This design comes from an exercise in tuning for small area, a short achievable clock period and few clock cycles per item on the open sky130 flow, not from production work.
RTL that was checked went through simulation tests only; none was proved equivalent to the original.
Function not checked in run 2: the RTL went through the layout flow alone.

==> flow/design.v, too long to show whole: its modules and the start of the top module <==
// module csa_fa: 4 lines
// module upsample_csc: 1165 lines
module upsample_csc (
    input  logic        clk,
    input  logic        resetn,
    input  logic        start,
    output logic        done,
    input  logic [15:0] sram_read_data,
    output logic [15:0] sram_write_data,
    output logic [17:0] sram_address,
    output logic        sram_we_n
);
  // ...
==> flow/flow/run.sh <==
#!/bin/bash
# Own layout flow: the standard synthesis unchanged, then the standard ORFS steps with
# stronger timing repair (a larger setup margin, all endpoints), faster port buffers and
# clock tree synthesis without dummy balancing loads.
# Each step's full output goes to a log file in the work folder.
set -euo pipefail
bash standard.sh synth > synth.log 2>&1
bash standard.sh SETUP_SLACK_MARGIN=7.75 TNS_END_PERCENT=100 \
     BUFFER_PORTS_ARGS="-buffer_cell sky130_fd_sc_hd__buf_4" \
     CTS_ARGS="-sink_clustering_enable -repair_clock_nets -sink_clustering_size 28 -sink_clustering_max_diameter 100 -dont_use_dummy_load" finish > layout.log 2>&1
==> flow/standard.sh <==
#!/bin/bash
# synth_recipe.tcl (not shown) runs the flow's synth.tcl, then flattens the netlist and writes it again
# the make line also repeats each setting of config.mk as NAME=value (left out here)
make -C /OpenROAD-flow-scripts/flow DESIGN_CONFIG=/design/flow/config.mk WORK_HOME=/design/flow/orfs CLKGATE_MAP_FILE= SYNTH_SCRIPT=/design/flow/synth_recipe.tcl "${@:-finish}"
==> flow/config.mk <==
export PLATFORM = sky130hd
export DESIGN_NAME = upsample_csc
export DESIGN_NICKNAME = upsample_csc
export VERILOG_FILES = /design/flow/design.v
export SDC_FILE = /design/flow/constraint.sdc
export NUM_CORES = 4
export LEC_CHECK = 0
export ABC_AREA = 0
export CAP_MARGIN = 20
export CORE_MARGIN = 2
export CORE_UTILIZATION = 55
export CTS_CLUSTER_DIAMETER = 100
export CTS_CLUSTER_SIZE = 28
export PLACE_DENSITY = 0.7
export SLEW_MARGIN = 20
export SYNTH_HIERARCHICAL = 1
export SYNTH_MINIMUM_KEEP_SIZE = 0
==> flow/constraint.sdc <==
create_clock -name core_clock -period 11.0 [get_ports {clk}]
set_input_delay 2.2000 -clock core_clock [delete_from_list [all_inputs] [get_ports {clk}]]
set_output_delay 2.2000 -clock core_clock [all_outputs]
set_load 0.01 [all_outputs]
==> impl_metrics.json, run 1 <==
{
  "hold_buffers": 0,
  "die_width_um": 199,
  "dpl_worst_slack_ps": 7380,
  "yosysMostFrequentCell": "fa_1",
  "routed.top_layer": "met5",
  "overflow": 0,
  "cp-endpoint": "sram_we_n",
  "area_growth_pct": 7.81,
  "layout_setup_ws_ps": 7740,
  "setup_viol": 0,
  "avgSynthCellArea_sq_um": 11.9,
  "tns_ps": 0,
  "r2r_start": "py[5]",
  "largest_reg_flops": 96,
  "yosys_most_used_dff": "dfxtp_1",
  "cts_buffers": 17,
  "met2_length_um": 20000,
  "dpl_cell_area_sq_um": 21900,
  "grt_pass1_wl_um": 69500,
  "initial_utilization_pct": 55.8,
  "status": "timing/DRC/antenna clean",
  "cp.arrival_ps": 1060,
  "route.met3.wl_um": 2510,
  "rr_endpoint": "mrb[34]",
  "cp_num_buf_inv": 2,
  "clockBufferDepth": 3,
  "track_usage_pct": 22.7,
  "syn-cell-area_sq_um": 21000,
  "max_clock_freq_ghz": 0.307,
  "drt-wirelength-per-cell_um": 18.4,
  "dominant_cells": "multi-input gates",
  "buffers": 91,
  "ys_ff_latch": 372,
  "synth_area_leader_cell": "fa_1",
  "grt_use_met1_pct": 31.1,
  "area_share_nonclk_buffers_pct": 3.06,
  "n_all_inverters": 192,
  "crit_chain": "inv_1 > buf_4",
  "antennaDiodeCount": 0
}
Testbench counts, summed over its fixed seeds: cycles 960,180, pixels 384,000.
==> run 2, diff against run 1 <==
--- a/flow/design.v
+++ b/flow/design.v
@@ -1,14 +1,18 @@
 `timescale 1ns/100ps
 `default_nettype none
 module csa_fa(input wire a, input wire b, input wire c, output wire s, output wire co);
   assign s = a ^ b ^ c;
   assign co = (a & b) | (a & c) | (b & c);
 endmodule
+module csa_ha(input wire a, input wire b, output wire s, output wire co);
+  assign s = a ^ b;
+  assign co = a & b;
+endmodule
 `default_nettype wire
 `timescale 1ns/100ps
 `default_nettype none
 module upsample_csc (
     input  logic        clk,
     input  logic        resetn,
     input  logic        start,
     output logic        done,
@@ -78,28 +82,26 @@
                 sram_address <= ra;
                 ra <= ra + 18'd1;
             end
         endcase
         if (k4) jc <= (jc == 8'd159) ? 8'd0 : jc + 8'd1;
     end
 end
 logic [95:0] ch;      
-logic [7:0]  vhi;     
-logic [7:0]  vlo;     
+logic [15:0] vw;      
 logic [7:0]  ulo;     
 wire shift  = (k == 3'd3) || k4;
 wire c11_ld = shift || (k == 3'd2 && fpar);
 wire [7:0] c11_in = (k == 3'd2) ? sram_read_data[15:8] :
-                    (k == 3'd3) ? (fpar ? vlo : vhi) : ulo;
+                    (k == 3'd3) ? (fpar ? vw[7:0] : vw[15:8]) : ulo;
 always_ff @(posedge clk) begin
     if (shift)  ch[87:0] <= ch[95:8];
     if (c11_ld) ch[95:88] <= c11_in;
-    vhi <= sram_read_data[15:8];
-    if (k == 3'd2 && ~fpar) vlo <= sram_read_data[7:0];
+    if (k == 3'd2 && ~fpar) vw <= sram_read_data;
     if (k == 3'd2 &&  fpar) ulo <= sram_read_data[7:0];
 end
 logic j0, j1, j157, j158, j159;
 always_ff @(posedge clk) begin
     j0   <= (jc == 8'd0);
     j1   <= (jc == 8'd1);
     j157 <= (jc == 8'd157);
     j158 <= (jc == 8'd158);
@@ -114,32 +116,32 @@
 logic [8:0] fa, fb, fc;
 always_ff @(posedge clk) begin
     fa <= {1'b0, la} + {1'b0, rta};
     fb <= {1'b0, lb} + {1'b0, rtb};
     fc <= {1'b0, t2} + {1'b0, rtc};
 end
 wire [20:0] fm_d;
 logic [20:0] fm;
-  wire f1_0 = fa[7] ^ fa[5];
-  wire f1_1 = fa[7] & fa[5];
-  wire f1_2 = fa[8] ^ fa[6];
-  wire f1_3 = fa[8] & fa[6];
-  wire f1_4 = fa[5] ^ fa[3];
-  wire f1_5 = fa[5] & fa[3];
+  wire f1_0, f1_1;
+  csa_ha f1_i0 (.a(fa[7]), .b(fa[5]), .s(f1_0), .co(f1_1));
+  wire f1_2, f1_3;
+  csa_ha f1_i2 (.a(fa[8]), .b(fa[6]), .s(f1_2), .co(f1_3));
+  wire f1_4, f1_5;
+  csa_ha f1_i4 (.a(fa[5]), .b(fa[3]), .s(f1_4), .co(f1_5));
   wire f1_6, f1_7;
   csa_fa f1_i6 (.a(fa[6]), .b(fa[4]), .c(fa[2]), .s(f1_6), .co(f1_7));
   wire f1_8, f1_9;
   csa_fa f1_i8 (.a(~fb[4]), .b(fb[2]), .c(~fb[0]), .s(f1_8), .co(f1_9));
   wire f1_10, f1_11;
   csa_fa f1_i10 (.a(f1_0), .b(fa[3]), .c(~fb[5]), .s(f1_10), .co(f1_11));
   wire f1_12, f1_13;
   csa_fa f1_i12 (.a(fb[3]), .b(~fb[1]), .c(~fc[7]), .s(f1_12), .co(f1_13));
-  wire f1_14 = fc[2] ^ fc[0];
-  wire f1_15 = fc[2] & fc[0];
+  wire f1_14, f1_15;
+  csa_ha f1_i14 (.a(fc[2]), .b(fc[0]), .s(f1_14), .co(f1_15));
   wire f1_16, f1_17;
   csa_fa f1_i16 (.a(f1_2), .b(fa[4]), .c(~fb[6]), .s(f1_16), .co(f1_17));
   wire f1_18, f1_19;
   csa_fa f1_i18 (.a(fb[4]), .b(~fb[2]), .c(~fc[8]), .s(f1_18), .co(f1_19));
   wire f1_20, f1_21;
   csa_fa f1_i20 (.a(fc[3]), .b(fc[1]), .c(f1_1), .s(f1_20), .co(f1_21));
   wire f1_22, f1_23;
   csa_fa f1_i22 (.a(fa[7]), .b(fa[5]), .c(~fb[7]), .s(f1_22), .co(f1_23));
@@ -149,26 +151,26 @@
   wire f1_27 = fc[2] | f1_3;
   wire f1_28, f1_29;
   csa_fa f1_i28 (.a(fa[8]), .b(fa[6]), .c(~fb[8]), .s(f1_28), .co(f1_29));
   wire f1_30, f1_31;
   csa_fa f1_i30 (.a(fb[6]), .b(~fb[4]), .c(fc[5]), .s(f1_30), .co(f1_31));
   wire f1_32 = ~fc[3];
   wire f1_33, f1_34;
   csa_fa f1_i33 (.a(fa[7]), .b(fb[7]), .c(~fb[5]), .s(f1_33), .co(f1_34));
-  wire f1_35 = fa[8] ^ fb[8];
-  wire f1_36 = fa[8] & fb[8];
-  wire f1_37 = fa[2] ^ fa[0];
-  wire f1_38 = fa[2] & fa[0];
-  wire f1_39 = fa[3] ^ fa[1];
-  wire f1_40 = fa[3] & fa[1];
+  wire f1_35, f1_36;
+  csa_ha f1_i35 (.a(fa[8]), .b(fb[8]), .s(f1_35), .co(f1_36));
+  wire f1_37, f1_38;
+  csa_ha f1_i37 (.a(fa[2]), .b(fa[0]), .s(f1_37), .co(f1_38));
+  wire f1_39, f1_40;
+  csa_ha f1_i39 (.a(fa[3]), .b(fa[1]), .s(f1_39), .co(f1_40));
   wire f1_41, f1_42;
   csa_fa f1_i41 (.a(fa[4]), .b(fa[2]), .c(fa[0]), .s(f1_41), .co(f1_42));
-  wire f1_43 = ~fb[2] ^ fb[0];
-  wire f1_44 = ~fb[2] & fb[0];
+  wire f1_43, f1_44;
+  csa_ha f1_i43 (.a(~fb[2]), .b(fb[0]), .s(f1_43), .co(f1_44));
   wire f1_45, f1_46;
   csa_fa f1_i45 (.a(f1_4), .b(fa[1]), .c(~fb[3]), .s(f1_45), .co(f1_46));
   wire f1_47, f1_48;
   csa_fa f1_i47 (.a(fb[1]), .b(~fc[5]), .c(fc[0]), .s(f1_47), .co(f1_48));
   wire f1_49, f1_50;
   csa_fa f1_i49 (.a(f1_6), .b(f1_8), .c(~fc[6]), .s(f1_49), .co(f1_50));
   wire f1_51 = ~(fc[1] ^ f1_5);
   wire f1_52 = fc[1] | f1_5;
@@ -194,20 +196,20 @@
   csa_fa f1_i71 (.a(f1_29), .b(f1_31), .c(fc[3]), .s(f1_71), .co(f1_72));
   wire f1_73, f1_74;
   csa_fa f1_i73 (.a(f1_35), .b(~fb[6]), .c(fc[7]), .s(f1_73), .co(f1_74));
   wire f1_75 = ~(fc[5] ^ f1_34);
   wire f1_76 = fc[5] | f1_34;
   wire f1_77, f1_78;
   csa_fa f1_i77 (.a(~fb[7]), .b(fc[8]), .c(fc[6]), .s(f1_77), .co(f1_78));
   wire f1_79 = ~f1_36;
-  wire f1_80 = ~fb[8] ^ fc[7];
-  wire f1_81 = ~fb[8] & fc[7];
-  wire f1_82 = f1_37 ^ ~fb[0];
-  wire f1_83 = f1_37 & ~fb[0];
+  wire f1_80, f1_81;
+  csa_ha f1_i80 (.a(~fb[8]), .b(fc[7]), .s(f1_80), .co(f1_81));
+  wire f1_82, f1_83;
+  csa_ha f1_i82 (.a(f1_37), .b(~fb[0]), .s(f1_82), .co(f1_83));
   wire f1_84, f1_85;
   csa_fa f1_i84 (.a(f1_39), .b(~fb[1]), .c(~fc[3]), .s(f1_84), .co(f1_85));
   wire f1_86, f1_87;
   csa_fa f1_i86 (.a(f1_41), .b(f1_43), .c(~fc[4]), .s(f1_86), .co(f1_87));
   wire f1_88, f1_89;
   csa_fa f1_i88 (.a(f1_45), .b(f1_47), .c(f1_42), .s(f1_88), .co(f1_89));
   wire f1_90, f1_91;
   csa_fa f1_i90 (.a(f1_49), .b(f1_51), .c(f1_46), .s(f1_90), .co(f1_91));
@@ -222,20 +224,20 @@
   wire f1_100, f1_101;
   csa_fa f1_i100 (.a(f1_69), .b(f1_71), .c(f1_66), .s(f1_100), .co(f1_101));
   wire f1_102, f1_103;
   csa_fa f1_i102 (.a(f1_73), .b(f1_75), .c(f1_70), .s(f1_102), .co(f1_103));
   wire f1_104, f1_105;
   csa_fa f1_i104 (.a(f1_77), .b(f1_79), .c(f1_74), .s(f1_104), .co(f1_105));
   wire f1_106 = ~(f1_80 ^ f1_78);
   wire f1_107 = f1_80 | f1_78;
-  wire f1_108 = fa[0] ^ ~fc[0];
-  wire f1_109 = fa[0] & ~fc[0];
-  wire f1_110 = fa[1] ^ ~fc[1];
-  wire f1_111 = fa[1] & ~fc[1];
+  wire f1_108, f1_109;
+  csa_ha f1_i108 (.a(fa[0]), .b(~fc[0]), .s(f1_108), .co(f1_109));
+  wire f1_110, f1_111;
+  csa_ha f1_i110 (.a(fa[1]), .b(~fc[1]), .s(f1_110), .co(f1_111));
   wire f1_112 = ~(f1_82 ^ ~fc[2]);
   wire f1_113 = f1_82 | ~fc[2];
   wire f1_114, f1_115;
   csa_fa f1_i114 (.a(f1_84), .b(f1_38), .c(f1_83), .s(f1_114), .co(f1_115));
   wire f1_116, f1_117;
   csa_fa f1_i116 (.a(f1_86), .b(f1_40), .c(f1_85), .s(f1_116), .co(f1_117));
   wire f1_118, f1_119;
   csa_fa f1_i118 (.a(f1_88), .b(f1_44), .c(f1_87), .s(f1_118), .co(f1_119));
@@ -357,117 +359,119 @@
   wire f2_54 = f2_6 ^ f2_31;
   wire f2_55 = f2_8 ^ f2_33;
   wire f2_56 = f2_10 ^ f2_39;
   wire f2_57 = f2_12 ^ f2_41;
   wire f2_58 = f2_14 ^ f2_43;
   wire f2_59 = f2_16 ^ f2_45;
   wire f2_60 = f2_18 ^ f2_47;
   assign fq = {f2_60, f2_59, f2_58, f2_57, f2_56, f2_55, f2_54, f2_53, f2_52, f2_51};
-logic [7:0] ylo, py;
+logic [9:0] fvr;    
+always_ff @(posedge clk) fvr <= fq;
+logic [7:0] ylo1, ylo2, py, pu;
 logic [9:0] pw, pv;
 logic       sr;         
 always_ff @(posedge clk) begin
-    if (k == 3'd3) begin
-        py  <= sram_read_data[15:8];
-        ylo <= sram_read_data[7:0];
-    end
-    if (k == 3'd0) py <= ylo;
-    if (k == 3'd4) pv <= {2'b00, ch[31:24]};               
-    if (k == 3'd0) pv <= fq;                               
-    sr <= (k == 3'd3) || (k == 3'd0);
-    pw <= (k == 3'd3 || k == 3'd4) ? {2'b00, ch[39:32]} :   
+    ylo1 <= sram_read_data[7:0];
+    ylo2 <= ylo1;
+    if (k == 3'd3) py <= sram_read_data[15:8];
+    if (k == 3'd0) py <= ylo2;
+    sr <= (k == 3'd4) || (k == 3'd0);
+    pw <= (k == 3'd3) ? {2'b00, ch[47:40]} :                   
+          (k == 3'd4) ? {2'b00, ch[31:24]} :                   
                         {fq[9:8] & {2{k == 3'd0}}, fq[7:0]};   
+    pu <= (k == 3'd4) ? ch[39:32] : fq[7:0];                   
+    pv <= (k == 3'd4) ? {2'b00, ch[31:24]} : fvr;              
 end
 wire [34:0] mrb_d, mg_d;
 logic [34:0] mrb, mg;
   wire wn9 = ~pw[9];
   wire srn = ~sr;
   wire wr0 = pw[0] & sr;
   wire wr1 = pw[1] & sr;
   wire wr2 = pw[2] & sr;
   wire wr3 = pw[3] & sr;
   wire wr4 = pw[4] & sr;
   wire wr5 = pw[5] & sr;
   wire wr6 = pw[6] & sr;
   wire wr7 = pw[7] & sr;
   wire wr8 = pw[8] & sr;
   wire wr9 = wn9 & sr;
-  wire rb1_0 = ~py[5] ^ ~pw[7];
-  wire rb1_1 = ~py[5] & ~pw[7];
-  wire rb1_2 = ~py[6] ^ ~pw[8];
-  wire rb1_3 = ~py[6] & ~pw[8];
+  wire rb1_0, rb1_1;
+  csa_ha rb1_i0 (.a(~py[5]), .b(~pw[7]), .s(rb1_0), .co(rb1_1));
+  wire rb1_2, rb1_3;
+  csa_ha rb1_i2 (.a(~py[6]), .b(~pw[8]), .s(rb1_2), .co(rb1_3));
   wire rb1_4, rb1_5;
   csa_fa rb1_i4 (.a(~py[7]), .b(py[0]), .c(~wn9), .s(rb1_4), .co(rb1_5));
   wire rb1_6, rb1_7;
   csa_fa rb1_i6 (.a(py[1]), .b(~pw[8]), .c(pw[5]), .s(rb1_6), .co(rb1_7));
-  wire rb1_8 = pw[3] ^ pw[0];
-  wire rb1_9 = pw[3] & pw[0];
+  wire rb1_8, rb1_9;
+  csa_ha rb1_i8 (.a(pw[3]), .b(pw[0]), .s(rb1_8), .co(rb1_9));
   wire rb1_10, rb1_11;
   csa_fa rb1_i10 (.a(py[2]), .b(py[0]), .c(~wn9), .s(rb1_10), .co(rb1_11));
   wire rb1_12, rb1_13;
   csa_fa rb1_i12 (.a(pw[6]), .b(pw[4]), .c(pw[1]), .s(rb1_12), .co(rb1_13));
-  wire rb1_14 = ~wr8 ^ wr1;
-  wire rb1_15 = ~wr8 & wr1;
+  wire rb1_14, rb1_15;
+  csa_ha rb1_i14 (.a(~wr8), .b(wr1), .s(rb1_14), .co(rb1_15));
   wire rb1_16, rb1_17;
   csa_fa rb1_i16 (.a(py[3]), .b(py[1]), .c(pw[7]), .s(rb1_16), .co(rb1_17));
   wire rb1_18, rb1_19;
   csa_fa rb1_i18 (.a(pw[5]), .b(pw[2]), .c(~wr9), .s(rb1_18), .co(rb1_19));
   wire rb1_20, rb1_21;
   csa_fa rb1_i20 (.a(wr2), .b(wr0), .c(sr), .s(rb1_20), .co(rb1_21));
   wire rb1_22, rb1_23;
   csa_fa rb1_i22 (.a(py[4]), .b(py[2]), .c(py[0]), .s(rb1_22), .co(rb1_23));
   wire rb1_24, rb1_25;
   csa_fa rb1_i24 (.a(pw[8]), .b(pw[6]), .c(pw[3]), .s(rb1_24), .co(rb1_25));
   wire rb1_26 = ~(wr3 ^ wr1);
   wire rb1_27 = wr3 | wr1;
   wire rb1_28, rb1_29;
   csa_fa rb1_i28 (.a(py[5]), .b(py[3]), .c(py[1]), .s(rb1_28), .co(rb1_29));
   wire rb1_30, rb1_31;
   csa_fa rb1_i30 (.a(wn9), .b(pw[7]), .c(pw[4]), .s(rb1_30), .co(rb1_31));
-  wire rb1_32 = wr4 ^ wr2;
-  wire rb1_33 = wr4 & wr2;
+  wire rb1_32, rb1_33;
+  csa_ha rb1_i32 (.a(wr4), .b(wr2), .s(rb1_32), .co(rb1_33));
   wire rb1_34, rb1_35;
   csa_fa rb1_i34 (.a(py[6]), .b(py[4]), .c(py[2]), .s(rb1_34), .co(rb1_35));
   wire rb1_36, rb1_37;
   csa_fa rb1_i36 (.a(pw[8]), .b(pw[5]), .c(wr5), .s(rb1_36), .co(rb1_37));
-  wire rb1_38 = wr3 ^ ~wr0;
-  wire rb1_39 = wr3 & ~wr0;
+  wire rb1_38, rb1_39;
+  csa_ha rb1_i38 (.a(wr3), .b(~wr0), .s(rb1_38), .co(rb1_39));
   wire rb1_40, rb1_41;
   csa_fa rb1_i40 (.a(py[7]), .b(py[5]), .c(py[3]), .s(rb1_40), .co(rb1_41));
   wire rb1_42, rb1_43;
   csa_fa rb1_i42 (.a(py[0]), .b(wn9), .c(pw[6]), .s(rb1_42), .co(rb1_43));
   wire rb1_44, rb1_45;
   csa_fa rb1_i44 (.a(wr6), .b(wr4), .c(~wr1), .s(rb1_44), .co(rb1_45));
   wire rb1_46, rb1_47;
   csa_fa rb1_i46 (.a(py[6]), .b(py[4]), .c(py[1]), .s(rb1_46), .co(rb1_47));
   wire rb1_48, rb1_49;
   csa_fa rb1_i48 (.a(pw[7]), .b(pw[0]), .c(wr7), .s(rb1_48), .co(rb1_49));
   wire rb1_50, rb1_51;
   csa_fa rb1_i50 (.a(wr5), .b(~wr2), .c(srn), .s(rb1_50), .co(rb1_51));
   wire rb1_52, rb1_53;
   csa_fa rb1_i52 (.a(py[7]), .b(py[5]), .c(py[2]), .s(rb1_52), .co(rb1_53));
   wire rb1_54, rb1_55;
   csa_fa rb1_i54 (.a(pw[8]), .b(pw[1]), .c(wr8), .s(rb1_54), .co(rb1_55));
-  wire rb1_56 = wr6 ^ ~wr3;
-  wire rb1_57 = wr6 & ~wr3;
+  wire rb1_56, rb1_57;
+  csa_ha rb1_i56 (.a(wr6), .b(~wr3), .s(rb1_56), .co(rb1_57));
   wire rb1_58, rb1_59;
   csa_fa rb1_i58 (.a(py[6]), .b(py[3]), .c(wn9), .s(rb1_58), .co(rb1_59));
   wire rb1_60, rb1_61;
   csa_fa rb1_i60 (.a(pw[2]), .b(wr9), .c(wr7), .s(rb1_60), .co(rb1_61));
   wire rb1_62, rb1_63;
   csa_fa rb1_i62 (.a(py[7]), .b(py[4]), .c(pw[3]), .s(rb1_62), .co(rb1_63));
-  wire rb1_64 = ~py[2] ^ ~pw[4];
-  wire rb1_65 = ~py[2] & ~pw[4];
+  wire rb1_64, rb1_65;
+  csa_ha rb1_i64 (.a(~py[2]), .b(~pw[4]), .s(rb1_64), .co(rb1_65));
   wire rb1_66, rb1_67;
   csa_fa rb1_i66 (.a(~py[3]), .b(~pw[5]), .c(~pw[3]), .s(rb1_66), .co(rb1_67));
   wire rb1_68, rb1_69;
   csa_fa rb1_i68 (.a(~py[4]), .b(~pw[6]), .c(~pw[4]), .s(rb1_68), .co(rb1_69));
-  wire rb1_70 = pw[1] ^ ~wr3;
-  wire rb1_71 = pw[1] & ~wr3;
+  wire rb1_70, rb1_71;
+  csa_ha rb1_i70 (.a(pw[1]), .b(~wr3), .s(rb1_70), .co(rb1_71));
   wire rb1_72, rb1_73;
   csa_fa rb1_i72 (.a(rb1_0), .b(~pw[5]), .c(pw[2]), .s(rb1_72), .co(rb1_73));
   wire rb1_74 = ~(pw[0] ^ ~wr4);
   wire rb1_75 = pw[0] | ~wr4;
   wire rb1_76, rb1_77;
   csa_fa rb1_i76 (.a(rb1_2), .b(~pw[6]), .c(pw[3]), .s(rb1_76), .co(rb1_77));
   wire rb1_78, rb1_79;
   csa_fa rb1_i78 (.a(pw[1]), .b(~wr5), .c(rb1_1), .s(rb1_78), .co(rb1_79));
@@ -520,20 +524,20 @@
   wire rb1_126, rb1_127;
   csa_fa rb1_i126 (.a(sr), .b(rb1_59), .c(rb1_61), .s(rb1_126), .co(rb1_127));
   wire rb1_128, rb1_129;
   csa_fa rb1_i128 (.a(py[5]), .b(pw[4]), .c(wr9), .s(rb1_128), .co(rb1_129));
   wire rb1_130 = ~(~wr6 ^ rb1_63);
   wire rb1_131 = ~wr6 | rb1_63;
   wire rb1_132, rb1_133;
   csa_fa rb1_i132 (.a(py[6]), .b(pw[5]), .c(~wr7), .s(rb1_132), .co(rb1_133));
-  wire rb1_134 = py[7] ^ pw[6];
-  wire rb1_135 = py[7] & pw[6];
-  wire rb1_136 = ~py[1] ^ ~pw[3];
-  wire rb1_137 = ~py[1] & ~pw[3];
+  wire rb1_134, rb1_135;
+  csa_ha rb1_i134 (.a(py[7]), .b(pw[6]), .s(rb1_134), .co(rb1_135));
+  wire rb1_136, rb1_137;
+  csa_ha rb1_i136 (.a(~py[1]), .b(~pw[3]), .s(rb1_136), .co(rb1_137));
   wire rb1_138, rb1_139;
   csa_fa rb1_i138 (.a(rb1_64), .b(~pw[2]), .c(~wr1), .s(rb1_138), .co(rb1_139));
   wire rb1_140, rb1_141;
   csa_fa rb1_i140 (.a(rb1_66), .b(pw[0]), .c(~wr2), .s(rb1_140), .co(rb1_141));
   wire rb1_142 = ~(rb1_68 ^ rb1_70);
   wire rb1_143 = rb1_68 | rb1_70;
   wire rb1_144, rb1_145;
   csa_fa rb1_i144 (.a(rb1_72), .b(rb1_74), .c(rb1_69), .s(rb1_144), .co(rb1_145));
@@ -566,18 +570,18 @@
   wire rb1_172, rb1_173;
   csa_fa rb1_i172 (.a(rb1_128), .b(rb1_130), .c(rb1_125), .s(rb1_172), .co(rb1_173));
   wire rb1_174 = ~(rb1_132 ^ rb1_129);
   wire rb1_175 = rb1_132 | rb1_129;
   wire rb1_176 = ~(rb1_134 ^ ~wr8);
   wire rb1_177 = rb1_134 | ~wr8;
   wire rb1_178, rb1_179;
   csa_fa rb1_i178 (.a(pw[7]), .b(~wr9), .c(sr), .s(rb1_178), .co(rb1_179));
-  wire rb1_180 = ~py[0] ^ ~pw[2];
-  wire rb1_181 = ~py[0] & ~pw[2];
+  wire rb1_180, rb1_181;
+  csa_ha rb1_i180 (.a(~py[0]), .b(~pw[2]), .s(rb1_180), .co(rb1_181));
   wire rb1_182, rb1_183;
   csa_fa rb1_i182 (.a(rb1_136), .b(~pw[1]), .c(~wr0), .s(rb1_182), .co(rb1_183));
   wire rb1_184 = ~(rb1_138 ^ rb1_137);
   wire rb1_185 = rb1_138 | rb1_137;
   wire rb1_186, rb1_187;
   csa_fa rb1_i186 (.a(rb1_140), .b(rb1_65), .c(rb1_139), .s(rb1_186), .co(rb1_187));
   wire rb1_188, rb1_189;
   csa_fa rb1_i188 (.a(rb1_142), .b(rb1_67), .c(rb1_141), .s(rb1_188), .co(rb1_189));
@@ -612,18 +616,18 @@
   wire rb1_218, rb1_219;
   csa_fa rb1_i218 (.a(rb1_172), .b(rb1_127), .c(rb1_171), .s(rb1_218), .co(rb1_219));
   wire rb1_220, rb1_221;
   csa_fa rb1_i220 (.a(rb1_174), .b(rb1_131), .c(rb1_173), .s(rb1_220), .co(rb1_221));
   wire rb1_222, rb1_223;
   csa_fa rb1_i222 (.a(rb1_176), .b(rb1_133), .c(rb1_175), .s(rb1_222), .co(rb1_223));
   wire rb1_224, rb1_225;
   csa_fa rb1_i224 (.a(rb1_178), .b(rb1_135), .c(rb1_177), .s(rb1_224), .co(rb1_225));
-  wire rb1_226 = pw[8] ^ rb1_179;
-  wire rb1_227 = pw[8] & rb1_179;
+  wire rb1_226, rb1_227;
+  csa_ha rb1_i226 (.a(pw[8]), .b(rb1_179), .s(rb1_226), .co(rb1_227));
   wire rb1_228 = rb1_180 ^ ~pw[0];
   wire rb1_229 = rb1_180 & ~pw[0];
   wire rb1_230 = rb1_182 ^ rb1_181;
   wire rb1_231 = rb1_182 & rb1_181;
   wire rb1_232 = rb1_184 ^ rb1_183;
   wire rb1_233 = rb1_184 & rb1_183;
   wire rb1_234 = rb1_186 ^ rb1_185;
   wire rb1_235 = rb1_186 & rb1_185;
@@ -661,94 +665,94 @@
   wire rb1_267 = rb1_259 | (rb1_260 & rb1_255);
   wire rb1_268 = rb1_260 & rb1_256;
   wire rb1_269 = rb1_241 | (rb1_240 & rb1_267);
   wire rb1_270 = rb1_240 & rb1_268;
   wire rb1_271 = rb1_251 | (rb1_252 & rb1_267);
   wire rb1_272 = rb1_252 & rb1_268;
   assign mrb_d = {rb1_271, rb1_227, rb1_225, rb1_223, rb1_221, rb1_219, rb1_217, rb1_215, rb1_213, rb1_211, rb1_209, rb1_207, rb1_205, rb1_203, rb1_201, rb1_199, rb1_197, rb1_195, wn9, rb1_226, rb1_224, rb1_222, rb1_220, rb1_218, rb1_216, rb1_214, rb1_212, rb1_210, rb1_208, rb1_206, rb1_204, rb1_202, rb1_200, rb1_198, rb1_196};
   wire vn9 = ~pv[9];
-  wire g1_0 = py[7] ^ py[5];
-  wire g1_1 = py[7] & py[5];
-  wire g1_2 = py[6] ^ py[4];
-  wire g1_3 = py[6] & py[4];
-  wire g1_4 = py[7] ^ py[5];
-  wire g1_5 = py[7] & py[5];
-  wire g1_6 = ~py[7] ^ py[0];
-  wire g1_7 = ~py[7] & py[0];
+  wire g1_0, g1_1;
+  csa_ha g1_i0 (.a(py[7]), .b(py[5]), .s(g1_0), .co(g1_1));
+  wire g1_2, g1_3;
+  csa_ha g1_i2 (.a(py[6]), .b(py[4]), .s(g1_2), .co(g1_3));
+  wire g1_4, g1_5;
+  csa_ha g1_i4 (.a(py[7]), .b(py[5]), .s(g1_4), .co(g1_5));
+  wire g1_6, g1_7;
+  csa_ha g1_i6 (.a(~py[7]), .b(py[0]), .s(g1_6), .co(g1_7));
   wire g1_8, g1_9;
   csa_fa g1_i8 (.a(py[4]), .b(py[2]), .c(py[0]), .s(g1_8), .co(g1_9));
   wire g1_10, g1_11;
   csa_fa g1_i10 (.a(py[5]), .b(py[3]), .c(py[1]), .s(g1_10), .co(g1_11));
-  wire g1_12 = ~pw[4] ^ pw[1];
-  wire g1_13 = ~pw[4] & pw[1];
+  wire g1_12, g1_13;
+  csa_ha g1_i12 (.a(~pu[4]), .b(pu[1]), .s(g1_12), .co(g1_13));
   wire g1_14, g1_15;
   csa_fa g1_i14 (.a(py[6]), .b(py[4]), .c(py[2]), .s(g1_14), .co(g1_15));
   wire g1_16, g1_17;
-  csa_fa g1_i16 (.a(~pw[5]), .b(pw[2]), .c(~pw[0]), .s(g1_16), .co(g1_17));
-  wire g1_18 = ~pv[3] ^ pv[1];
-  wire g1_19 = ~pv[3] & pv[1];
+  csa_fa g1_i16 (.a(~pu[5]), .b(pu[2]), .c(~pu[0]), .s(g1_16), .co(g1_17));
+  wire g1_18, g1_19;
+  csa_ha g1_i18 (.a(~pv[3]), .b(pv[1]), .s(g1_18), .co(g1_19));
   wire g1_20, g1_21;
   csa_fa g1_i20 (.a(g1_0), .b(py[3]), .c(py[0]), .s(g1_20), .co(g1_21));
   wire g1_22, g1_23;
-  csa_fa g1_i22 (.a(~pw[6]), .b(pw[3]), .c(~pw[1]), .s(g1_22), .co(g1_23));
+  csa_fa g1_i22 (.a(~pu[6]), .b(pu[3]), .c(~pu[1]), .s(g1_22), .co(g1_23));
   wire g1_24, g1_25;
   csa_fa g1_i24 (.a(~pv[4]), .b(pv[2]), .c(~pv[0]), .s(g1_24), .co(g1_25));
   wire g1_26, g1_27;
-  csa_fa g1_i26 (.a(g1_2), .b(py[1]), .c(~pw[7]), .s(g1_26), .co(g1_27));
+  csa_fa g1_i26 (.a(g1_2), .b(py[1]), .c(~pu[7]), .s(g1_26), .co(g1_27));
   wire g1_28, g1_29;
-  csa_fa g1_i28 (.a(pw[4]), .b(~pw[2]), .c(~pv[5]), .s(g1_28), .co(g1_29));
+  csa_fa g1_i28 (.a(pu[4]), .b(~pu[2]), .c(~pv[5]), .s(g1_28), .co(g1_29));
   wire g1_30, g1_31;
   csa_fa g1_i30 (.a(pv[3]), .b(~pv[1]), .c(g1_1), .s(g1_30), .co(g1_31));
   wire g1_32, g1_33;
-  csa_fa g1_i32 (.a(g1_4), .b(py[2]), .c(pw[5]), .s(g1_32), .co(g1_33));
+  csa_fa g1_i32 (.a(g1_4), .b(py[2]), .c(pu[5]), .s(g1_32), .co(g1_33));
   wire g1_34, g1_35;
-  csa_fa g1_i34 (.a(~pw[3]), .b(~pv[6]), .c(pv[4]), .s(g1_34), .co(g1_35));
+  csa_fa g1_i34 (.a(~pu[3]), .b(~pv[6]), .c(pv[4]), .s(g1_34), .co(g1_35));
   wire g1_36 = ~(~pv[2] ^ g1_3);
   wire g1_37 = ~pv[2] | g1_3;
   wire g1_38, g1_39;
-  csa_fa g1_i38 (.a(py[6]), .b(py[3]), .c(pw[6]), .s(g1_38), .co(g1_39));
+  csa_fa g1_i38 (.a(py[6]), .b(py[3]), .c(pu[6]), .s(g1_38), .co(g1_39));
   wire g1_40, g1_41;
-  csa_fa g1_i40 (.a(~pw[4]), .b(~pv[7]), .c(pv[5]), .s(g1_40), .co(g1_41));
-  wire g1_42 = ~pv[3] ^ g1_5;
-  wire g1_43 = ~pv[3] & g1_5;
+  csa_fa g1_i40 (.a(~pu[4]), .b(~pv[7]), .c(pv[5]), .s(g1_40), .co(g1_41));
+  wire g1_42, g1_43;
+  csa_ha g1_i42 (.a(~pv[3]), .b(g1_5), .s(g1_42), .co(g1_43));
   wire g1_44, g1_45;
-  csa_fa g1_i44 (.a(py[7]), .b(py[4]), .c(pw[7]), .s(g1_44), .co(g1_45));
+  csa_fa g1_i44 (.a(py[7]), .b(py[4]), .c(pu[7]), .s(g1_44), .co(g1_45));
   wire g1_46, g1_47;
-  csa_fa g1_i46 (.a(~pw[5]), .b(~pv[8]), .c(pv[6]), .s(g1_46), .co(g1_47));
+  csa_fa g1_i46 (.a(~pu[5]), .b(~pv[8]), .c(pv[6]), .s(g1_46), .co(g1_47));
   wire g1_48, g1_49;
-  csa_fa g1_i48 (.a(py[5]), .b(~pw[6]), .c(~vn9), .s(g1_48), .co(g1_49));
-  wire g1_50 = ~py[3] ^ pw[2];
-  wire g1_51 = ~py[3] & pw[2];
+  csa_fa g1_i48 (.a(py[5]), .b(~pu[6]), .c(~vn9), .s(g1_48), .co(g1_49));
+  wire g1_50, g1_51;
+  csa_ha g1_i50 (.a(~py[3]), .b(pu[2]), .s(g1_50), .co(g1_51));
   wire g1_52, g1_53;
-  csa_fa g1_i52 (.a(~py[4]), .b(pw[3]), .c(~pw[1]), .s(g1_52), .co(g1_53));
+  csa_fa g1_i52 (.a(~py[4]), .b(pu[3]), .c(~pu[1]), .s(g1_52), .co(g1_53));
   wire g1_54, g1_55;
-  csa_fa g1_i54 (.a(~py[5]), .b(pw[4]), .c(~pw[2]), .s(g1_54), .co(g1_55));
+  csa_fa g1_i54 (.a(~py[5]), .b(pu[4]), .c(~pu[2]), .s(g1_54), .co(g1_55));
   wire g1_56, g1_57;
-  csa_fa g1_i56 (.a(~py[6]), .b(pw[5]), .c(~pw[3]), .s(g1_56), .co(g1_57));
-  wire g1_58 = ~pv[8] ^ ~pv[3];
-  wire g1_59 = ~pv[8] & ~pv[3];
+  csa_fa g1_i56 (.a(~py[6]), .b(pu[5]), .c(~pu[3]), .s(g1_56), .co(g1_57));
+  wire g1_58, g1_59;
+  csa_ha g1_i58 (.a(~pv[8]), .b(~pv[3]), .s(g1_58), .co(g1_59));
   wire g1_60, g1_61;
-  csa_fa g1_i60 (.a(g1_6), .b(pw[6]), .c(~pw[4]), .s(g1_60), .co(g1_61));
+  csa_fa g1_i60 (.a(g1_6), .b(pu[6]), .c(~pu[4]), .s(g1_60), .co(g1_61));
   wire g1_62 = ~(~vn9 ^ ~pv[4]);
   wire g1_63 = ~vn9 | ~pv[4];
   wire g1_64, g1_65;
-  csa_fa g1_i64 (.a(py[1]), .b(pw[7]), .c(~pw[5]), .s(g1_64), .co(g1_65));
+  csa_fa g1_i64 (.a(py[1]), .b(pu[7]), .c(~pu[5]), .s(g1_64), .co(g1_65));
   wire g1_66, g1_67;
-  csa_fa g1_i66 (.a(~pw[0]), .b(~pv[5]), .c(g1_7), .s(g1_66), .co(g1_67));
+  csa_fa g1_i66 (.a(~pu[0]), .b(~pv[5]), .c(g1_7), .s(g1_66), .co(g1_67));
   wire g1_68, g1_69;
-  csa_fa g1_i68 (.a(py[2]), .b(py[0]), .c(~pw[6]), .s(g1_68), .co(g1_69));
-  wire g1_70 = ~(~pw[1] ^ ~pv[6]);
-  wire g1_71 = ~pw[1] | ~pv[6];
+  csa_fa g1_i68 (.a(py[2]), .b(py[0]), .c(~pu[6]), .s(g1_68), .co(g1_69));
+  wire g1_70 = ~(~pu[1] ^ ~pv[6]);
+  wire g1_71 = ~pu[1] | ~pv[6];
   wire g1_72, g1_73;
-  csa_fa g1_i72 (.a(py[3]), .b(py[1]), .c(~pw[7]), .s(g1_72), .co(g1_73));
+  csa_fa g1_i72 (.a(py[3]), .b(py[1]), .c(~pu[7]), .s(g1_72), .co(g1_73));
   wire g1_74, g1_75;
-  csa_fa g1_i74 (.a(~pw[2]), .b(~pv[7]), .c(~pv[0]), .s(g1_74), .co(g1_75));
+  csa_fa g1_i74 (.a(~pu[2]), .b(~pv[7]), .c(~pv[0]), .s(g1_74), .co(g1_75));
   wire g1_76, g1_77;
-  csa_fa g1_i76 (.a(g1_8), .b(~pw[3]), .c(pw[0]), .s(g1_76), .co(g1_77));
+  csa_fa g1_i76 (.a(g1_8), .b(~pu[3]), .c(pu[0]), .s(g1_76), .co(g1_77));
   wire g1_78 = ~(~pv[8] ^ ~pv[1]);
   wire g1_79 = ~pv[8] | ~pv[1];
   wire g1_80, g1_81;
   csa_fa g1_i80 (.a(g1_10), .b(g1_12), .c(~vn9), .s(g1_80), .co(g1_81));
   wire g1_82, g1_83;
   csa_fa g1_i82 (.a(~pv[2]), .b(pv[0]), .c(g1_9), .s(g1_82), .co(g1_83));
   wire g1_84, g1_85;
   csa_fa g1_i84 (.a(g1_14), .b(g1_16), .c(g1_18), .s(g1_84), .co(g1_85));
@@ -774,23 +778,23 @@
   csa_fa g1_i104 (.a(g1_44), .b(g1_46), .c(~pv[4]), .s(g1_104), .co(g1_105));
   wire g1_106, g1_107;
   csa_fa g1_i106 (.a(g1_39), .b(g1_41), .c(g1_43), .s(g1_106), .co(g1_107));
   wire g1_108, g1_109;
   csa_fa g1_i108 (.a(g1_48), .b(pv[7]), .c(~pv[5]), .s(g1_108), .co(g1_109));
   wire g1_110 = ~(g1_45 ^ g1_47);
   wire g1_111 = g1_45 | g1_47;
   wire g1_112, g1_113;
-  csa_fa g1_i112 (.a(py[6]), .b(~pw[7]), .c(pv[8]), .s(g1_112), .co(g1_113));
+  csa_fa g1_i112 (.a(py[6]), .b(~pu[7]), .c(pv[8]), .s(g1_112), .co(g1_113));
   wire g1_114 = ~(~pv[6] ^ g1_49);
   wire g1_115 = ~pv[6] | g1_49;
-  wire g1_116 = py[7] ^ vn9;
-  wire g1_117 = py[7] & vn9;
-  wire g1_118 = g1_50 ^ ~pw[0];
-  wire g1_119 = g1_50 & ~pw[0];
+  wire g1_116, g1_117;
+  csa_ha g1_i116 (.a(py[7]), .b(vn9), .s(g1_116), .co(g1_117));
+  wire g1_118, g1_119;
+  csa_ha g1_i118 (.a(g1_50), .b(~pu[0]), .s(g1_118), .co(g1_119));
   wire g1_120, g1_121;
   csa_fa g1_i120 (.a(g1_52), .b(~pv[6]), .c(~pv[1]), .s(g1_120), .co(g1_121));
   wire g1_122, g1_123;
   csa_fa g1_i122 (.a(g1_54), .b(~pv[7]), .c(~pv[2]), .s(g1_122), .co(g1_123));
   wire g1_124 = ~(g1_56 ^ g1_58);
   wire g1_125 = g1_56 | g1_58;
   wire g1_126, g1_127;
   csa_fa g1_i126 (.a(g1_60), .b(g1_62), .c(g1_57), .s(g1_126), .co(g1_127));
@@ -817,22 +821,22 @@
   wire g1_148, g1_149;
   csa_fa g1_i148 (.a(g1_104), .b(g1_106), .c(g1_101), .s(g1_148), .co(g1_149));
   wire g1_150, g1_151;
   csa_fa g1_i150 (.a(g1_108), .b(g1_110), .c(g1_105), .s(g1_150), .co(g1_151));
   wire g1_152, g1_153;
   csa_fa g1_i152 (.a(g1_112), .b(g1_114), .c(g1_109), .s(g1_152), .co(g1_153));
   wire g1_154, g1_155;
   csa_fa g1_i154 (.a(g1_116), .b(~pv[7]), .c(g1_113), .s(g1_154), .co(g1_155));
-  wire g1_156 = ~py[0] ^ ~pv[2];
-  wire g1_157 = ~py[0] & ~pv[2];
+  wire g1_156, g1_157;
+  csa_ha g1_i156 (.a(~py[0]), .b(~pv[2]), .s(g1_156), .co(g1_157));
   wire g1_158, g1_159;
-  csa_fa g1_i158 (.a(~py[1]), .b(pw[0]), .c(~pv[3]), .s(g1_158), .co(g1_159));
+  csa_fa g1_i158 (.a(~py[1]), .b(pu[0]), .c(~pv[3]), .s(g1_158), .co(g1_159));
   wire g1_160, g1_161;
-  csa_fa g1_i160 (.a(~py[2]), .b(pw[1]), .c(~pv[4]), .s(g1_160), .co(g1_161));
+  csa_fa g1_i160 (.a(~py[2]), .b(pu[1]), .c(~pv[4]), .s(g1_160), .co(g1_161));
   wire g1_162, g1_163;
   csa_fa g1_i162 (.a(g1_118), .b(~pv[5]), .c(~pv[0]), .s(g1_162), .co(g1_163));
   wire g1_164, g1_165;
   csa_fa g1_i164 (.a(g1_120), .b(g1_51), .c(g1_119), .s(g1_164), .co(g1_165));
   wire g1_166, g1_167;
   csa_fa g1_i166 (.a(g1_122), .b(g1_53), .c(g1_121), .s(g1_166), .co(g1_167));
   wire g1_168, g1_169;
   csa_fa g1_i168 (.a(g1_124), .b(g1_55), .c(g1_123), .s(g1_168), .co(g1_169));
@@ -863,18 +867,18 @@
   wire g1_194, g1_195;
   csa_fa g1_i194 (.a(g1_150), .b(g1_107), .c(g1_149), .s(g1_194), .co(g1_195));
   wire g1_196, g1_197;
   csa_fa g1_i196 (.a(g1_152), .b(g1_111), .c(g1_151), .s(g1_196), .co(g1_197));
   wire g1_198, g1_199;
   csa_fa g1_i198 (.a(g1_154), .b(g1_115), .c(g1_153), .s(g1_198), .co(g1_199));
   wire g1_200, g1_201;
   csa_fa g1_i200 (.a(pv[8]), .b(g1_117), .c(g1_155), .s(g1_200), .co(g1_201));
-  wire g1_202 = ~vn9 ^ ~pv[8];
-  wire g1_203 = ~vn9 & ~pv[8];
+  wire g1_202, g1_203;
+  csa_ha g1_i202 (.a(~vn9), .b(~pv[8]), .s(g1_202), .co(g1_203));
   wire g1_204 = ~g1_156;
   wire g1_205 = g1_158 ^ g1_157;
   wire g1_206 = g1_158 & g1_157;
   wire g1_207 = g1_160 ^ g1_159;
   wire g1_208 = g1_160 & g1_159;
   wire g1_209 = g1_162 ^ g1_161;
   wire g1_210 = g1_162 & g1_161;
   wire g1_211 = g1_164 ^ g1_163;
@@ -1157,19 +1161,19 @@
   wire g2_114 = ~g2_111 & (g2_112 | g2_102);
   wire g2_115 = ~g2_111 & (g2_112 | g2_103);
   wire g2_116 = ~g2_111 & (g2_112 | g2_104);
   wire g2_117 = ~g2_111 & (g2_112 | g2_105);
   wire g2_118 = ~g2_111 & (g2_112 | g2_106);
   wire g2_119 = ~g2_111 & (g2_112 | g2_107);
   wire g2_120 = ~g2_111 & (g2_112 | g2_108);
   assign qg = {g2_120, g2_119, g2_118, g2_117, g2_116, g2_115, g2_114, g2_113};
-logic [7:0] rbd;        
+logic [7:0] bh;         
 always_ff @(posedge clk) begin
-    rbd <= qrb;
+    if (k == 3'd0) bh <= qrb;
     case (k)
-        3'd1:    sram_write_data <= {rbd, qg};     
-        3'd2:    sram_write_data <= {rbd, qrb};    
+        3'd1:    sram_write_data <= {qrb, qg};     
+        3'd2:    sram_write_data <= {bh, qrb};     
         default: sram_write_data <= {qg, qrb};     
     endcase
 end
 endmodule
 `default_nettype wire
==> flow/flow/run.sh (replaced) <==
#!/bin/bash
# Own layout flow: the standard synthesis unchanged, then the standard ORFS steps with
# stronger timing repair (a larger setup margin, all endpoints) and faster port buffers.
# Each step's full output goes to a log file in the work folder.
set -euo pipefail
bash standard.sh synth > synth.log 2>&1
bash standard.sh SETUP_SLACK_MARGIN=7.5 TNS_END_PERCENT=100 \
     BUFFER_PORTS_ARGS="-buffer_cell sky130_fd_sc_hd__buf_4" finish > layout.log 2>&1
==> run 2 against run 1 <==
Worst hold slack got worse by 88 ps. Final cell count rose by 4.5%. Still clean. Via count increased by 3.9%. Fmax fell by 5.3%. Highest routed layer unchanged.
==> impl_metrics.json, run 2 <==
{
  "status": "timing/DRC/antenna clean",
  "grt_max_degree": 72,
  "io_pins": 55,
  "regArea_sq_um": 9390,
  "hold_buffers": 0,
  "placement.io_buffers": 54,
  "mostFrequentLayoutCells": "dfxtp_1, fa_1, inv_1",
  "worst_slew_pin_slew_ps": 935,
  "die_h_um": 204,
  "cp.arrival_ps": 3880,
  "yosysMostFrequentCell": "dfxtp_1",
  "cp-start-kind": "flop",
  "wl_um": 45400,
  "final_util_pct": 59.7,
  "layout_commonest_cell": "dfxtp_1",
  "final_nets": 2321,
  "core-area_sq_um": 39500,
  "drt_iter0_markers": 845,
  "worstSetupPathType": "reg -> reg",
  "first_pass_iters": 5,
  "ys_seq_area_share_pct": 42.9,
  "syn-cell-area_sq_um": 21900,
  "synth_fp_nets": 2263,
  "async_reset_ff_share_pct": 2.76,
  "synth_area_leader_cell": "dfxtp_1",
  "max_cap_viol_count": 0,
  "relSlewSlack_pct": 37.6,
  "synth-edff-count": 136,
  "grt_pass1_vias": 13830,
  "tns_ps": 0,
  "initial_utilization_pct": 55.4,
  "end_kind": "flop",
  "overflow": 0,
  "fillers": 3167,
  "die-area_sq_um": 41400,
  "fin_crit_sh_pct": 31.3,
  "max_clock_freq_ghz": 0.291,
  "syn_inst": 1845,
  "cts_htree_levels": 1,
  "synth_top_area_share_pct": 22.9,
  "die_width_um": 204,
  "cts_buffers": 19,
  "clk_pin_slew_ps": 100,
  "finClkSkew_ps": 19.1,
  "yosys-top-cells-area": "dfxtp_1, fa_1, edfxtp_1, ha_1, inv_1",
  "ys_ff_latch": 398,
  "cp_max_fo": 9,
  "drc": 0,
  "reg_top3": "ch (96), mrb (35), mg (34)",
  "drive_above_1_share_pct": 7.94,
  "antenna_found_initial": 1,
  "track_usage_pct": 23.0,
  "avgSynthCellArea_sq_um": 11.9,
  "antennaDiodeCount": 0,
  "setup_viol": 0,
  "yosysWarningCount": 7,
  "grt_pass1_wl_um": 73700,
  "place_hpwl_um": 36000,
  "cts.sink_count": 398,
  "min_path_type": "reg -> reg",
  "cts_tree": "built",
  "finalCriticalPeriod_ps": 3440,
  "cp.required_ps": 11440,
  "gp_congestion": 0.892,
  "synth_common_cells": "dfxtp_1, fa_1, inv_1",
  "drt-wirelength-per-cell_um": 18.6,
  "clockBufferDepth": 3,
  "postRouteAntennaNets": 0,
  "rsz0062_at_grt": "yes",
  "slew_violations": 0,
  "area_growth_pct": 7.86,
  "row_count": 73,
  "yosys_most_used_dff": "dfxtp_1",
  "regMostFlops": "ch",
  "synth.distinct_cells": 68,
  "vias": 13117,
  "cts_root_buf": "clkbuf_16",
  "clkLatencyLatePin_ps": 550,
  "largest_reg_flops": 96,
  "multiInputGateArea_sq_um": 11600,
  "viasPerCell": 5.38,
  "final_hold_viol_count": 0
}
==> run 2: cell types whose count changed after synthesis, moves of 6 or more <==
cell / change
a21o_1: +8
and2_1: +12
and3_1: +7
dfxtp_1: +28
nand2_1: +24
nand3_1: +7
nand4_1: +8
nor2_1: -32
nor2_4: +8
nor2b_1: +6
o21ai_0: +9
o21ai_1: -14
o221ai_2: +7
==> run 2: Yosys stat by module, one instance, submodules excluded <==
module | times used | cells inside | cell area (sq um) | flip-flops and latches
csa_fa | 226 | 1 | 20.0 | 0
upsample_csc | 1 | 1581 | 16900 | 398
csa_ha | 38 | 1 | 12.5 | 0
==> run 2: what timing repair did <==
| action | in CTS | in global routing |
|---|---|---|
| gates resized for setup | 3 | 4 |
| buffers inserted | 2 | 20 |
| pin swaps | 0 | 0 |
| endpoints found under the setup margin | 16 | 4 |
==> run 2: through the flow <==
| step | instance area, sq um | cells | hold slack [ps] | setup WS (ps) |
|---|---|---|---|---|
| after floorplan | 21900 | 1845 | 310 | 7530 |
| after global placement | 22800 | 2385 | 313 | 7270 |
| after detailed placement | 22800 | 2385 | 313 | 7210 |
| after CTS | 23400 | 2420 | 339 | 7400 |
| after global routing | 23600 | 2440 | 341 | 7450 |
| final | 23600 | 2440 | 338 | 7560 |
==> run 2: per-layer routing <==
metal	up-vias	wire [um]	GRT usage [%]
met5	-	13	0
met4	2	1330	6.52
met3	79	2690	3.52
met2	322	20900	37.2
met1	6433	20500	32.6
li1	6281	-	-
==> run 2: logic make-up (layout without fill, tap and decap cells) <==
group | Yosys count | count (layout) | share of synthesized area, %
buffers and inverters | 243 | 313 | 4.21
multiplexers | 45 | 45 | 2.07
adder cells (fa/ha/maj) | 399 | 399 | 30.9
AO/OA/AOI/OAI | 288 | 288 | 8.11
AND/OR/NAND/NOR | 399 | 399 | 8.92
XOR/XNOR | 73 | 73 | 2.95
flip-flops | 398 | 398 | 42.9
==> run 2: worst max-delay path, cell delays in order (launching register included) <==
cell,delay [ps]
edfxtp_1,760
fa_1,560
fa_1,520
fa_1,520
fa_1,560
ha_1,230
a21oi_1,120
a21oi_1,50
==> run 2: layout make-up <==
class	count	area share, %
flip-flops and latches	398	39.8
repair buffers	84	2.74
multi-input cells	1204	49.1
clock inverters	6	0.313
inverters	196	3.12
well taps	525	2.78
clock buffers	27	2.14
==> run 2: path summary, 6_finish.rpt <==
kind	depth (start not counted)	start	slack, ps	end
setup / recovery	7	py[0]	7560	mrb[34]
hold / removal	0	ylo1[1]	340	ylo2[1]
setup reg to reg	7	py[0]	7560	mrb[34]
hold reg to reg	0	ylo1[1]	340	ylo2[1]
max in group asynchronous	1	resetn	9300	lead[2]
min in group asynchronous	1	resetn	1470	done

## port drivers added, routing unchanged
No port has a modelled driver above. Below, the same layouts with a new extraction and two added sets of constraints. Step 1 assumes that a clkbuf_16 drives the clock port and a buf_2 every other input. Step 2 adds t to the input delays and takes it off the output delays; t is the mean of the earliest and latest rising clock arrival at the registers after step 1. Input paths then give back, and output paths get back, about the clock's delay inside the block. Three values: ideal ports, drivers, drivers and shift; two values: the first two.
run | t (ns) | setup WS [ns] | worst hold slack (ns) | worst register clock-pin slew, ns | cell pins on the clock port's net
run 1 | 0.561 | 7.741 / 7.686 / 7.729 | 0.426 / 0.426 / 0.426 | 0.12 / 0.12 | 1
run 2 | 0.595 | 7.560 / 7.560 / 7.560 | 0.338 / 0.338 / 0.338 | 0.11 / 0.11 | 1
After both steps every run listed still meets setup and hold. The setup slack of run 1, which loses most, moves by -0.055 ns with the drivers and by -0.012 ns with both steps.
